From an optimization exercise on the open Yosys and OpenROAD flow, aimed at small area; shortcuts taken in it are not production practice.
The RTL was checked by simulation tests, not by an equivalence proof against the original design.
Power figures rest on the tool's default switching activity, not on a simulated workload.

[design/flow/config.mk]
export PLATFORM = sky130hd
export DESIGN_NAME = zed_debouncer
export DESIGN_NICKNAME = zed_debouncer
export VERILOG_FILES = /design/flow/design.v
export SDC_FILE = /design/flow/constraint.sdc
export NUM_CORES = 4
export LEC_CHECK = 0
export CAP_MARGIN = 20
export CORE_MARGIN = 2
export CORE_UTILIZATION = 65
export GPL_TIMING_DRIVEN = 0
export PLACE_DENSITY = 0.75
export SLEW_MARGIN = 20
export SYNTH_HIERARCHICAL = 1
export REMOVE_ABC_BUFFERS = 1
export BUFFER_PORTS_ARGS = -buffer_cell sky130_fd_sc_hd__buf_1
export CTS_ARGS = -sink_clustering_enable -repair_clock_nets -sink_clustering_size 12 -sink_clustering_max_diameter 40 -buf_list {sky130_fd_sc_hd__clkbuf_4} -dont_use_dummy_load
[design/flow/constraint.sdc]
create_clock -name core_clock -period 5.0 [get_ports {i_clock}]
set_input_delay 1.0000 -clock core_clock [delete_from_list [all_inputs] [get_ports {i_clock}]]
set_output_delay 1.0000 -clock core_clock [all_outputs]
set_load 0.01 [all_outputs]
[design/flow/design.v]
module debounce_fsm
    # (
        parameter DEBOUNCE_COUNTER_WIDTH    = 24
    )
    (
        input   logic i_clock,
        input   logic i_reset,
        input   logic [DEBOUNCE_COUNTER_WIDTH-1 : 0] i_debounce_counter,
        input   logic i_bouncing_signal,
        output  logic o_debounced_signal
    );
    localparam W = DEBOUNCE_COUNTER_WIDTH;
    logic meta;
    logic stable;
    logic level;
    logic waiting;
    logic [W-1 : 0] count_n;
    logic [W : 0]   carry;
    logic [W-1 : 0] count_n_inc;
    localparam H = 4;
    always_comb begin
        carry[0] = 1'b1;
        for (int i = 0; i < W; i++) begin
            count_n_inc[i] = count_n[i] ^ carry[i];
            if (i == H - 1)
                carry[i+1] = &count_n[H-1 : 0];
            else
                carry[i+1] = count_n[i] & carry[i];
        end
    end
    always_ff @(posedge i_clock) begin
        meta    <= i_bouncing_signal;
        stable  <= meta | i_reset;
        level   <= stable & ~i_reset;
        count_n <= waiting ? count_n_inc : ~i_debounce_counter;
        if (i_reset) begin
            waiting            <= 1'b0;
            o_debounced_signal <= 1'b0;
        end else if (waiting) begin
            waiting            <= ~carry[W];
        end else begin
            waiting            <= stable ^ level;
            o_debounced_signal <= level;
        end
    end
endmodule
module zed_debouncer
    # (
        parameter SWITCH_COUNT              = 8,
        parameter BUTTON_COUNT              = 5,
        parameter DEBOUNCE_COUNTER_WIDTH    = 24
    )
    (
        input   logic i_clock,
        input   logic i_reset,
        input   logic [DEBOUNCE_COUNTER_WIDTH-1 : 0] i_switch_debounce_counter,
        input   logic [DEBOUNCE_COUNTER_WIDTH-1 : 0] i_button_debounce_counter,
        input   logic i_sw0,
        input   logic i_sw1,
        input   logic i_sw2,
        input   logic i_sw3,
        input   logic i_sw4,
        input   logic i_sw5,
        input   logic i_sw6,
        input   logic i_sw7,
        input   logic i_btnu,
        input   logic i_btnd,
        input   logic i_btnl,
        input   logic i_btnr,
        input   logic i_btnc,
        output  logic o_sw0,
        output  logic o_sw1,
        output  logic o_sw2,
        output  logic o_sw3,
        output  logic o_sw4,
        output  logic o_sw5,
        output  logic o_sw6,
        output  logic o_sw7,
        output  logic o_btnu,
        output  logic o_btnd,
        output  logic o_btnl,
        output  logic o_btnr,
        output  logic o_btnc
    );
    logic [SWITCH_COUNT-1 : 0] bouncing_switch_array;
    logic [SWITCH_COUNT-1 : 0] debounced_switch_array;
    logic [BUTTON_COUNT-1 : 0] bouncing_button_array;
    logic [BUTTON_COUNT-1 : 0] debounced_button_array;
    assign bouncing_switch_array    = {i_sw7, i_sw6, i_sw5, i_sw4, i_sw3, i_sw2, i_sw1, i_sw0};
    assign {o_sw7, o_sw6, o_sw5, o_sw4, o_sw3, o_sw2, o_sw1, o_sw0} = debounced_switch_array;
    assign bouncing_button_array    = {i_btnu, i_btnd, i_btnl, i_btnr, i_btnc};
    assign {o_btnu, o_btnd, o_btnl, o_btnr, o_btnc} = debounced_button_array;
    genvar i;
    generate
        for (i = 0; i < SWITCH_COUNT; i++) begin : switch_debounce_fsm_gen
            debounce_fsm 
            # (
                .DEBOUNCE_COUNTER_WIDTH (DEBOUNCE_COUNTER_WIDTH)
            )
            switch_debounce_fsm_inst (
                .i_clock            (i_clock),
                .i_reset            (i_reset),
                .i_debounce_counter (i_switch_debounce_counter),
                .i_bouncing_signal  (bouncing_switch_array[i]),
                .o_debounced_signal (debounced_switch_array[i])
            );
        end 
    endgenerate
    genvar j;
    generate
        for (j = 0; j < BUTTON_COUNT; j++) begin : button_debounce_fsm_gen
            debounce_fsm 
            # (
                .DEBOUNCE_COUNTER_WIDTH (DEBOUNCE_COUNTER_WIDTH)
            )
            button_debounce_fsm_inst (
                .i_clock            (i_clock),
                .i_reset            (i_reset),
                .i_debounce_counter (i_button_debounce_counter),
                .i_bouncing_signal  (bouncing_button_array[j]),
                .o_debounced_signal (debounced_button_array[j])
            );
        end 
    endgenerate
endmodule
[design/flow/flow/run.sh]
#!/bin/bash
# Layout flow: the standard ORFS flow with smaller port buffers and a
# clock tree built without dummy loads. Each tool's output goes to its own
# log file in the work folder.
set -euo pipefail
cat >> config.mk <<'EOC'
export REMOVE_ABC_BUFFERS = 1
export BUFFER_PORTS_ARGS = -buffer_cell sky130_fd_sc_hd__buf_1
export CTS_ARGS = -sink_clustering_enable -repair_clock_nets -sink_clustering_size 12 -sink_clustering_max_diameter 40 -buf_list {sky130_fd_sc_hd__clkbuf_4} -dont_use_dummy_load
EOC
bash standard.sh synth > synth.log 2>&1
bash standard.sh floorplan > floorplan.log 2>&1
bash standard.sh place > place.log 2>&1
bash standard.sh cts > cts.log 2>&1
bash standard.sh route > route.log 2>&1
bash standard.sh finish > finish.log 2>&1
[design/flow/standard.sh]
#!/bin/bash
# synth_recipe.tcl (not shown) runs the flow's synth.tcl, then flattens the netlist and writes it again
# the make line also repeats each setting of config.mk as NAME=value (left out here)
make -C /OpenROAD-flow-scripts/flow DESIGN_CONFIG=/design/flow/config.mk WORK_HOME=/design/flow/orfs CLKGATE_MAP_FILE= SYNTH_SCRIPT=/design/flow/synth_recipe.tcl "${@:-finish}"
==> impl_metrics.tcl, run 1 <==
set metrics [dict create \
    status "timing/DRC/antenna clean" \
    tns_ns 0 \
    syn_avg_cell_area_um2 10.5 \
    synth_cell_types 18 \
    crit_type "flop to flop" \
    post-synth-top-count-cell "dfxtp_1" \
    final_core_util_pct 70.1 \
    r2r_cells 24 \
    grt_max_degree 50 \
    leakage_nw 7.50 \
    die_x_um 157 \
    cpLargestDelayFamily "adder cells" \
    clk-insertion-delay-late_ns 0.67 \
    period_share_pct 95.9 \
    portBuffers 75 \
    dieArea_um2 24500 \
    period_needed_ns 4.80 \
    netlist.area_leader.share_pct 49.9 \
    ys_ff_latch 377 \
    r2r_setup_slack_ns 0.20 \
    cp_max_fo 2 \
    async_reset_ff_share_pct 0 \
    max_slew.worst_pin.slew_ns 0.802 \
    synth_area_um2 15100 \
    finalNonFillerCells 1792 \
    worstPathArrival_ns 5.33 \
    synthCells 1443 \
    first_iter_violations 377 \
    drt_wl_total_um 22500 \
    setup_viol 0 \
    dp_cells 1746 \
    synthXorXnorAreaFrac_pct 1.51 \
    dr_total_vias 9263 \
    seq_area_frac_synth_pct 49.9 \
    viasPerCell 5.17 \
    synth_top_flop_cell "dfxtp_1" \
    path_cells "ha_1, and3_1, ha_1, ha_1, ha_1, ha_1, ha_1, ha_1, ha_1, ha_1, ha_1, ha_1, ha_1, ha_1, ha_1, ha_1, ha_1, ha_1, ha_1, ha_1, ha_1, ha_1, nand2_1, o21ai_1" \
    rsz0062_at_grt "false" \
    crit_path_frequent_cell "ha_1" \
    critPathMaxStageDelay_ns 0.33 \
    die_h_um 157 \
    grt_pass1_wl_um 37300 \
    drive_gt1_share_pct 5.78 \
    synthTopCellsByArea "dfxtp_1 50%, ha_1 24%, o21ai_0 7.7%" \
    ant_nets 0 \
    netlist_top_cells_count "377 x dfxtp_1, 286 x ha_1, 286 x nand2_1, 234 x o21ai_0, 52 x o21ai_1" \
    synth_enable_flop_cells 0 \
    rows 55 \
    fillers 1774 \
    antenna_found_initial 1 \
    h-tree-depth 2 \
    slowest_stage "dfxtp_1" \
    grt_pass1_vias 8239 \
    cts_tree "built" \
    cp-start-kind "flop" \
    place_hpwl_um 16100 \
    start_util_pct 66.6 \
    slew_headroom_pct 46.5 \
    nets 1857 \
    yosys.area.top_type "dfxtp_1" \
    hold_violations 0 \
    clock-sinks 377 \
    routabilityCongestion 0.715 \
    max_freq_mhz 208 \
    root_buffer "clkbuf_4" \
    numCtsBuffers 45 \
    min_path_type "flop to flop" \
    power_per_cell_area_nw_per_um2 348 \
    cp.required_ns 5.54 \
    grt_use_total_pct 18.6 \
    syn2layout_area_growth_pct 5.19 \
    drtPass1Iterations 5 \
    synth-simple-area-share_pct 9.03 \
    io_pins 76 \
    cp_num_buf_inv 0 \
    synth_top_family_by_area "adder cells" \
    cts.clk_slew.worst_paths_ns 0.12 \
    cts_buffer_depth 3 \
    synthAdderAreaFrac_pct 23.7 \
    gr-total-overflow 0 \
    core-area_um2 22700 \
    finalClockSkew_ns 0.0726 \
    power.total_mw 5.53 \
    cp_num_cells 24 \
    synth.area.mux_share_pct 2.58 \
    wire_per_inst_um 12.5 \
    ir_drop_mv 0.243 \
    drv_slew 0 \
    ys_warn_count 7 \
    end_kind "flop" \
    synth_compound_area_share_pct 10.5 \
    cap_viol_max_count 0 \
    drc 0 \
]
==> per-stage QoR <==
stage                     worst slack (ns)  hold slack [ns]  instance area, um2
final                                0.203            0.387               15900
after global routing                0.0139            0.350               15900
after CTS                            0.163            0.346               15900
after detailed placement             0.200            0.394               15500
after global placement               0.202            0.392               15300
after floorplan                      0.591            0.389               14700
==> logic make-up (layout without fill, tap and decap cells) <==
group,after synthesis,after routing
flip-flops,377,377
AND/OR/NAND/NOR,338,338
AO/OA/AOI/OAI,312,312
adder cells (fa/ha/maj),286,286
buffers and inverters,65,128
multiplexers,39,39
XOR/XNOR,26,26
other,0,1
==> state kept, by name (all words and copies together) (netlist names), named ones only <==
register and count:
button_debounce_fsm_gen.button_debounce_fsm_inst.count_n 120, button_debounce_fsm_gen.button_debounce_fsm_inst.level 5, button_debounce_fsm_gen.button_debounce_fsm_inst.meta 5, button_debounce_fsm_gen.button_debounce_fsm_inst.stable 5
button_debounce_fsm_gen.button_debounce_fsm_inst.waiting 5, switch_debounce_fsm_gen.switch_debounce_fsm_inst.count_n 192, switch_debounce_fsm_gen.switch_debounce_fsm_inst.level 8, switch_debounce_fsm_gen.switch_debounce_fsm_inst.meta 8
switch_debounce_fsm_gen.switch_debounce_fsm_inst.stable 8, switch_debounce_fsm_gen.switch_debounce_fsm_inst.waiting 8
==> report_power, final <==
group / total (mW) / switching [mW] / internal (mW)
clock: 1.30 / 0.882 / 0.416
sequential: 3.60 / 0.210 / 3.39
combinational: 0.634 / 0.319 / 0.314
==> layer usage <==
metal / wire [um] / vias to the layer above / global-route usage [%]
li1: - / 5078 / -
met5: 0 / - / 0
met3: 863 / 31 / 3.46
met4: 384 / 0 / 5.90
met2: 9950 / 118 / 30.8
met1: 11300 / 4036 / 24.6
==> worst min-delay path by stage <==
stage,start,endpoint,slack [ns],cells past startpoint
after global placement,flop,flop,0.39,1
after floorplan,flop,flop,0.39,1
after detailed placement,flop,flop,0.39,1
after CTS,i_sw4,flop,0.35,1
after global routing,i_sw4,flop,0.35,1
final,flop,flop,0.39,1
==> cells in the final DEF (no fill, tap or decap) <==
cell / instances
dfxtp_1: 363
nand2_1: 286
ha_1: 284
o21ai_0: 234
buf_1: 74
o21ai_1: 52
clkbuf_4: 45
mux2i_1: 39
dfxtp_2: 14
xnor2_1: 13
nor2b_1: 13
or2_2: 13
nor2_1: 13
xor2_1: 13
o21a_1: 13
and3_1: 12
a21oi_1: 10
buf_16: 4
buf_12: 4
a21oi_2: 3
ha_2: 2
diode_2: 1
and3_4: 1
buf_2: 1
==> final cells by class <==
class                   count  area, um2  share of cell area [%]
clock buffers              45        338                    2.12
well taps                 285        357                    2.24
multi-input cells        1001       7180                    45.1
diodes                      1       2.50                  0.0157
repair buffers             83        473                    2.97
flip-flops and latches    377       7560                    47.5
==> what timing repair did <==
action / 4_1_cts / 5_1_grt
setup endpoints to repair: 0 / 5
hold buffers: 0 / 0
resized for setup: 0 / 7
setup buffers: 0 / 0
==> run 2: changes to the inputs <==
--- a/design/flow/flow/run.sh
+++ b/design/flow/flow/run.sh
@@ -4,7 +4,6 @@
 # log file in the work folder.
 set -euo pipefail
 cat >> config.mk <<'EOC'
-export REMOVE_ABC_BUFFERS = 1
 export BUFFER_PORTS_ARGS = -buffer_cell sky130_fd_sc_hd__buf_1
 export CTS_ARGS = -sink_clustering_enable -repair_clock_nets -sink_clustering_size 12 -sink_clustering_max_diameter 40 -buf_list {sky130_fd_sc_hd__clkbuf_4} -dont_use_dummy_load
 EOC
--- a/design/flow/config.mk
+++ b/design/flow/config.mk
@@ -7,11 +7,9 @@
 export LEC_CHECK = 0
 export CAP_MARGIN = 20
 export CORE_MARGIN = 2
-export CORE_UTILIZATION = 65
-export GPL_TIMING_DRIVEN = 0
-export PLACE_DENSITY = 0.75
+export CORE_UTILIZATION = 75
+export PLACE_DENSITY = 0.9
 export SLEW_MARGIN = 20
 export SYNTH_HIERARCHICAL = 1
-export REMOVE_ABC_BUFFERS = 1
 export BUFFER_PORTS_ARGS = -buffer_cell sky130_fd_sc_hd__buf_1
 export CTS_ARGS = -sink_clustering_enable -repair_clock_nets -sink_clustering_size 12 -sink_clustering_max_diameter 40 -buf_list {sky130_fd_sc_hd__clkbuf_4} -dont_use_dummy_load
==> impl_metrics.tcl, run 2 <==
set metrics [dict create \
    status "timing/DRC/antenna clean" \
    async_reset_ff_share_pct 0 \
    pwr-share-comb_pct 13.0 \
    power_per_cell_area_nw_per_um2 351 \
    cap_viol_max_count 0 \
    synthTopCellsByArea "dfxtp_1 50%, ha_1 24%, o21ai_0 7.7%" \
    cp-start-kind "flop" \
    dieArea_um2 21300 \
    seqPwrFrac_pct 64.0 \
    cts.clk_slew.worst_paths_ns 0.11 \
    gr-total-overflow 0 \
    min_path_type "primary input to flop" \
    largest_reg_flops 192 \
    cts_tree "built" \
    period_share_pct 96.1 \
    drc 0 \
    grt_pass1_vias 9752 \
    cp_num_buf_inv 0 \
    antenna_found_initial 1 \
    end_kind "flop" \
    seq_area_frac_synth_pct 49.9 \
    ys_ff_latch 377 \
    finalClockSkew_ns 0.113 \
    hold_violations 0 \
    core-area_um2 19700 \
    dr_total_vias 10000 \
    first_iter_violations 591 \
    io_pins 76 \
    place_area_um2 15400 \
    cp_max_fo 2 \
    nets 1858 \
    wire_per_inst_um 14.9 \
    synthCells 1443 \
    crit_path_frequent_cell "ha_1" \
    routabilityCongestion 0.764 \
    final_common_cell "dfxtp_1" \
    drv_slew 0 \
    setup_viol 0 \
    drt_wl_total_um 26500 \
    grt_pass1_wl_um 44500 \
    synth_enable_flop_cells 0 \
    intPower_mw 4.07 \
    ir_drop_mv 0.276 \
    path_cells "ha_1, and3_1, ha_1, ha_1, ha_1, ha_1, ha_1, ha_1, ha_1, ha_1, ha_1, ha_1, ha_1, ha_1, ha_1, ha_1, ha_1, ha_1, ha_1, ha_1, ha_1, ha_1, nand2_1, o21ai_1" \
    slowest_stage "dfxtp_1" \
    h-tree-depth 2 \
    worstPathArrival_ns 5.33 \
    hold_buffers 0 \
    start_util_pct 77.0 \
    leakage_nw 7.45 \
    place_hpwl_um 18600 \
    power.total_mw 5.54 \
    die_h_um 146 \
    synth_area_um2 15100 \
    ant_nets 0 \
    final_cell_mix "376 x dfxtp_1, 286 x nand2_1, 280 x ha_1" \
    synth_cell_types 18 \
    yosys.area.top_type "dfxtp_1" \
    die_x_um 146 \
    p_clk_share_pct 23.0 \
    clock-sinks 377 \
    top_register "switch_debounce_fsm_gen.switch_debounce_fsm_inst.count_n" \
    slew_headroom_pct 31.9 \
    period_needed_ns 4.81 \
    rows 51 \
    max_slew.worst_pin.slew_ns 1.02 \
    finalNonFillerCells 1774 \
    clk-insertion-delay-late_ns 0.70 \
    r2r_setup_slack_ns 0.19 \
    p_sw_share_pct 26.5 \
    grt_max_degree 53 \
    design_area_um2 15800 \
    max_freq_mhz 208 \
    power.switching_mw 1.46 \
    syn_avg_cell_area_um2 10.5 \
    netlist.area_leader.share_pct 49.9 \
    numCtsBuffers 41 \
    dp_cells 1731 \
    grt_use_total_pct 25.2 \
    cpLargestDelayFamily "adder cells" \
    netlist_top_cells_count "377 x dfxtp_1, 286 x ha_1, 286 x nand2_1, 234 x o21ai_0, 52 x o21ai_1" \
    drtPass1Iterations 5 \
    drive_gt1_share_pct 5.24 \
    ys_warn_count 7 \
    synth_top_flop_cell "dfxtp_1" \
    root_buffer "clkbuf_4" \
    reg_top3 "switch_debounce_fsm_gen.switch_debounce_fsm_inst.count_n: 192 flops, button_debounce_fsm_gen.button_debounce_fsm_inst.count_n: 120 flops" \
    critPathMaxStageDelay_ns 0.32 \
    portBuffers 75 \
    cts_buffer_depth 3 \
    viasPerCell 5.64 \
    post-synth-top-count-cell "dfxtp_1" \
    crit_type "flop to flop" \
    cp.required_ns 5.52 \
    syn2layout_area_growth_pct 4.19 \
]
-- run 2: worst paths after layout --
kind	from	depth (start not counted)	end
setup / recovery	flop	24	flop
hold / removal	i_sw3	1	flop
setup reg to reg	flop	24	flop
hold reg to reg	flop	1	flop
-- run 2: layer usage --
metal  wire length (um)  track usage (%)  share of wire [%]  vias to the layer above
li1                   -                -                  -                     5081
met1              12000             32.6                 45                     4674
met2              12600             43.6                 47                      194
met3               1270             3.81                4.8                       53
met4                607             8.11                2.3                        0
met5                  0            0.682                  0                        -
-- run 2: power by group through the flow --
stage,Combinational (mW),Sequential [mW],Clock [mW]
floorplan,0.565,3.56,0
global placement,0.650,3.59,0
detailed placement,0.715,3.62,0
CTS,0.725,3.55,1.30
global route,0.856,3.58,1.41
finish,0.720,3.54,1.27
-- run 2: cells by family (layout without fill, tap and decap cells) --
| logic type | Yosys count | count (layout) | share of synthesized area (%) |
|---|---|---|---|
| fa+ha+maj | 286 | 286 | 23.7 |
| mux | 39 | 39 | 2.58 |
| flops | 377 | 377 | 49.9 |
| buf+inv | 65 | 129 | 2.80 |
| simple gates | 338 | 338 | 9.03 |
| other cells | 0 | 2 | 0 |
| xor+xnor | 26 | 26 | 1.51 |
| compound gates | 312 | 312 | 10.5 |
-- run 2: through the flow --
stage | hold WS (ns) | worst slack, ns | setup TNS [ns] | util (%)
2_1_floorplan | 0.389 | 0.652 | 0 | -
3_3_place_gp | 0.391 | 0.284 | 0 | 78.4
3_5_place_dp | 0.392 | 0.157 | 0 | 78.4
4_1_cts | 0.342 | 0.113 | 0 | 80.0
5_1_grt | 0.343 | -0.000219 | -0.000219 | 80.2
6_report | 0.381 | 0.195 | 0 | 80.2
-- run 2: what timing repair did --
item	CTS	global route
setup endpoints to repair	0	8
buffers inserted	0	0
resized for setup	0	11
-- run 2: layout make-up --
cell class              count  area [um2]
multi-input cells        1001        7190
flip-flops and latches    377        7550
repair buffers             88         380
clock buffers              41         308
diodes                      2        5.00
fillers                  1218        3890
well taps                 265         332
==> run 3: changes to the inputs <==
--- a/design/flow/flow/run.sh
+++ b/design/flow/flow/run.sh
@@ -5,7 +5,7 @@
 set -euo pipefail
 cat >> config.mk <<'EOC'
 export BUFFER_PORTS_ARGS = -buffer_cell sky130_fd_sc_hd__buf_1
-export CTS_ARGS = -sink_clustering_enable -repair_clock_nets -sink_clustering_size 12 -sink_clustering_max_diameter 40 -buf_list {sky130_fd_sc_hd__clkbuf_4} -dont_use_dummy_load
+export CTS_ARGS = -sink_clustering_enable -repair_clock_nets -sink_clustering_size 12 -sink_clustering_max_diameter 50 -buf_list {sky130_fd_sc_hd__clkbuf_4} -dont_use_dummy_load
 EOC
 bash standard.sh synth > synth.log 2>&1
 bash standard.sh floorplan > floorplan.log 2>&1
==> design/flow/config.mk (replaced) <==
export PLATFORM = sky130hd
export DESIGN_NAME = zed_debouncer
export DESIGN_NICKNAME = zed_debouncer
export VERILOG_FILES = /design/flow/design.v
export SDC_FILE = /design/flow/constraint.sdc
export NUM_CORES = 4
export LEC_CHECK = 0
export CAP_MARGIN = 20
export CORE_MARGIN = 2
export CORE_UTILIZATION = 65
export PLACE_DENSITY = 0.75
export SLEW_MARGIN = 20
export SYNTH_HIERARCHICAL = 1
export BUFFER_PORTS_ARGS = -buffer_cell sky130_fd_sc_hd__buf_1
export CTS_ARGS = -sink_clustering_enable -repair_clock_nets -sink_clustering_size 12 -sink_clustering_max_diameter 50 -buf_list {sky130_fd_sc_hd__clkbuf_4} -dont_use_dummy_load
==> impl_metrics.tcl, run 3 <==
set metrics [dict create \
    portBuffers 75 \
    hold_slack_ns 0.420 \
    drive_gt1_share_pct 5.19 \
    synth_top_flop_cell "dfxtp_1" \
    place_hpwl_um 17100 \
    hold_buffers 0 \
    gr-total-overflow 0 \
    cp_num_cells 24 \
    netlist_top_cells_count "377 x dfxtp_1, 286 x ha_1, 286 x nand2_1, 234 x o21ai_0, 52 x o21ai_1" \
    fillers 1751 \
    nets 1855 \
    cap_viol_max_count 0 \
    hold_violations 0 \
    leakage_nw 7.44 \
    multi_input_area_um2 7190 \
    post-synth-top-count-cell "dfxtp_1" \
    cp-start-kind "flop" \
    synthTopCellsByArea "dfxtp_1 50%, ha_1 24%, o21ai_0 7.7%" \
    start_util_pct 66.6 \
    synth_area_um2 15100 \
    netlist.area_leader.share_pct 49.9 \
    cp_max_fo 2 \
    path_cells "ha_1, and3_1, ha_1, ha_1, ha_1, ha_1, ha_1, ha_1, ha_1, ha_1, ha_1, ha_1, ha_1, ha_1, ha_1, ha_1, ha_1, ha_1, ha_1, ha_1, ha_1, ha_1, a21oi_1, o21a_1" \
    final_common_cell "dfxtp_1" \
    grt_use_total_pct 20.7 \
    syn_avg_cell_area_um2 10.5 \
    slowest_stage "dfxtp_1" \
    synth_cell_types 18 \
    die_x_um 157 \
    wire_per_inst_um 13.7 \
    clock-sinks 377 \
    cp_num_buf_inv 0 \
    r2r_setup_slack_ns 0.21 \
    root_buffer "clkbuf_4" \
    synth_enable_flop_cells 0 \
    grt_max_degree 53 \
    ant_nets 0 \
    cts.clk_slew.worst_paths_ns 0.12 \
    drc 0 \
    drv_slew 0 \
    cts_tree "built" \
    rows 55 \
    period_needed_ns 4.79 \
    viasPerCell 5.34 \
    power.total_mw 5.45 \
    ys_ff_latch 377 \
    drtPass1Iterations 5 \
    clk-insertion-delay-late_ns 0.65 \
    ir_drop_mv 0.259 \
    routabilityCongestion 0.713 \
    seq_area_frac_synth_pct 49.9 \
    syn2layout_area_growth_pct 4.19 \
    grt_use_met2_pct 33.8 \
    max_freq_mhz 209 \
    power_per_cell_area_nw_per_um2 346 \
    status "timing/DRC/antenna clean" \
    tns_ns 0 \
    die_h_um 157 \
    reg_top3 "switch_debounce_fsm_gen.switch_debounce_fsm_inst.count_n: 192 flops, button_debounce_fsm_gen.button_debounce_fsm_inst.count_n: 120 flops" \
    core-area_um2 22700 \
    slew_headroom_pct 33.9 \
    period_share_pct 95.8 \
    dr_total_vias 9552 \
    busiest_layer "met2" \
    io_pins 76 \
    critPathMaxStageDelay_ns 0.33 \
    yosys.area.top_type "dfxtp_1" \
    min_path_type "flop to flop" \
    finalNonFillerCells 1790 \
    dp_cells 1751 \
    drt_wl_total_um 24600 \
    grt_pass1_wl_um 41000 \
    use_met1_pct 28.6 \
    h-tree-depth 2 \
    cts_buffer_depth 3 \
    worstPathArrival_ns 5.37 \
    final_cell_mix "374 x dfxtp_1, 286 x nand2_1, 279 x ha_1" \
    first_iter_violations 479 \
    crit_type "flop to flop" \
    grt_pass1_vias 8678 \
    r2r_cells 24 \
    grt.met3_usage_pct 3.60 \
    max_slew.worst_pin.slew_ns 0.992 \
    async_reset_ff_share_pct 0 \
    setup_viol 0 \
    antenna_found_initial 1 \
    dieArea_um2 24500 \
    final_core_util_pct 69.4 \
    finalClockSkew_ns 0.0574 \
    synthCells 1443 \
    ys_warn_count 7 \
    crit_path_frequent_cell "ha_1" \
    end_kind "flop" \
    numCtsBuffers 38 \
    cpLargestDelayFamily "adder cells" \
    cp.required_ns 5.58 \
    largest_reg_flops 192 \
    top_register "switch_debounce_fsm_gen.switch_debounce_fsm_inst.count_n" \
    register_area_um2 7550 \
]
-- run 3: cell counts after synthesis --
Identical to the previous run, type by type.
-- run 3: cells by family after synthesis --
group / share of synthesized area, %
simple gates: 9.03
compound gates: 10.5
buf+inv: 2.80
flops: 49.9
fa+ha+maj: 23.7
mux: 2.58
xor+xnor: 1.51
-- run 3: metal layers --
metal | routed length (um) | vias up
met3 | 1000 | 32
met4 | 353 | 0
met1 | 12400 | 4301
met5 | 0 | -
met2 | 10800 | 149
li1 | - | 5070
-- run 3: final cells by class --
class | count | area share (%)
multi-input combinational | 1001 | 45.6
clock buffer | 38 | 1.81
timing repair buffer | 88 | 2.41
tap | 285 | 2.26
sequential | 377 | 47.9
antenna | 1 | 0.0159
-- run 3: where the power goes --
group | leakage (nW) | internal [mW] | switching (mW)
Sequential | 3.17 | 3.39 | 0.148
Combinational | 4.09 | 0.301 | 0.394
Clock | 0.175 | 0.354 | 0.869
Total | 7.44 | 4.04 | 1.41
-- run 3: timing repair --
item,in CTS,in global routing
endpoints found under the setup margin,0,10
gates resized for setup,0,13
buffers inserted,0,0
-- run 3: worst min path at each step --
stage,startpoint,end,slack [ns],cells past startpoint
2_1_floorplan,flop,flop,0.39,1
3_3_place_gp,flop,flop,0.39,1
3_5_place_dp,flop,flop,0.39,1
4_1_cts,i_sw2,flop,0.40,1
5_1_grt,i_sw1,flop,0.41,1
6_report,flop,flop,0.42,1
-- run 3: per-stage QoR --
stage                     area (um2)  setup WS, ns
after floorplan                15100         0.652
after global placement         15400         0.252
after detailed placement       15400         0.197
after CTS                      15700         0.158
after global routing           15800      -0.00172
final                          15800         0.209

## port drivers added, routing unchanged
The results above use ideal ports. As a check the final layouts listed here were re-extracted and re-timed, cells and wires unchanged. Step 1, drivers: a clkbuf_16 drives i_clock and a buf_2 each remaining input, both assumed. Step 2, shift: input delay + t, output delay - t, t = (earliest + latest rising clock arrival at the registers) / 2. This alone moves slack from input paths to output paths. Slacks: ideal ports / drivers / drivers and shift; pairs: ideal ports / drivers.
run	t (ns)	setup slack, ns	hold WS [ns]	worst setup path after step 2	clock arrival spread, ns
run 1	0.679	0.203 / 0.203 / 0.203	0.387 / 0.384 / 0.387	register to register	0.073 / 0.073
run 2	0.686	0.195 / 0.195 / 0.195	0.381 / 0.361 / 0.402	register to register	0.114 / 0.113
run 3	0.663	0.209 / 0.209 / 0.209	0.420 / 0.420 / 0.420	register to register	0.057 / 0.058
After both steps every run listed still meets setup and hold.
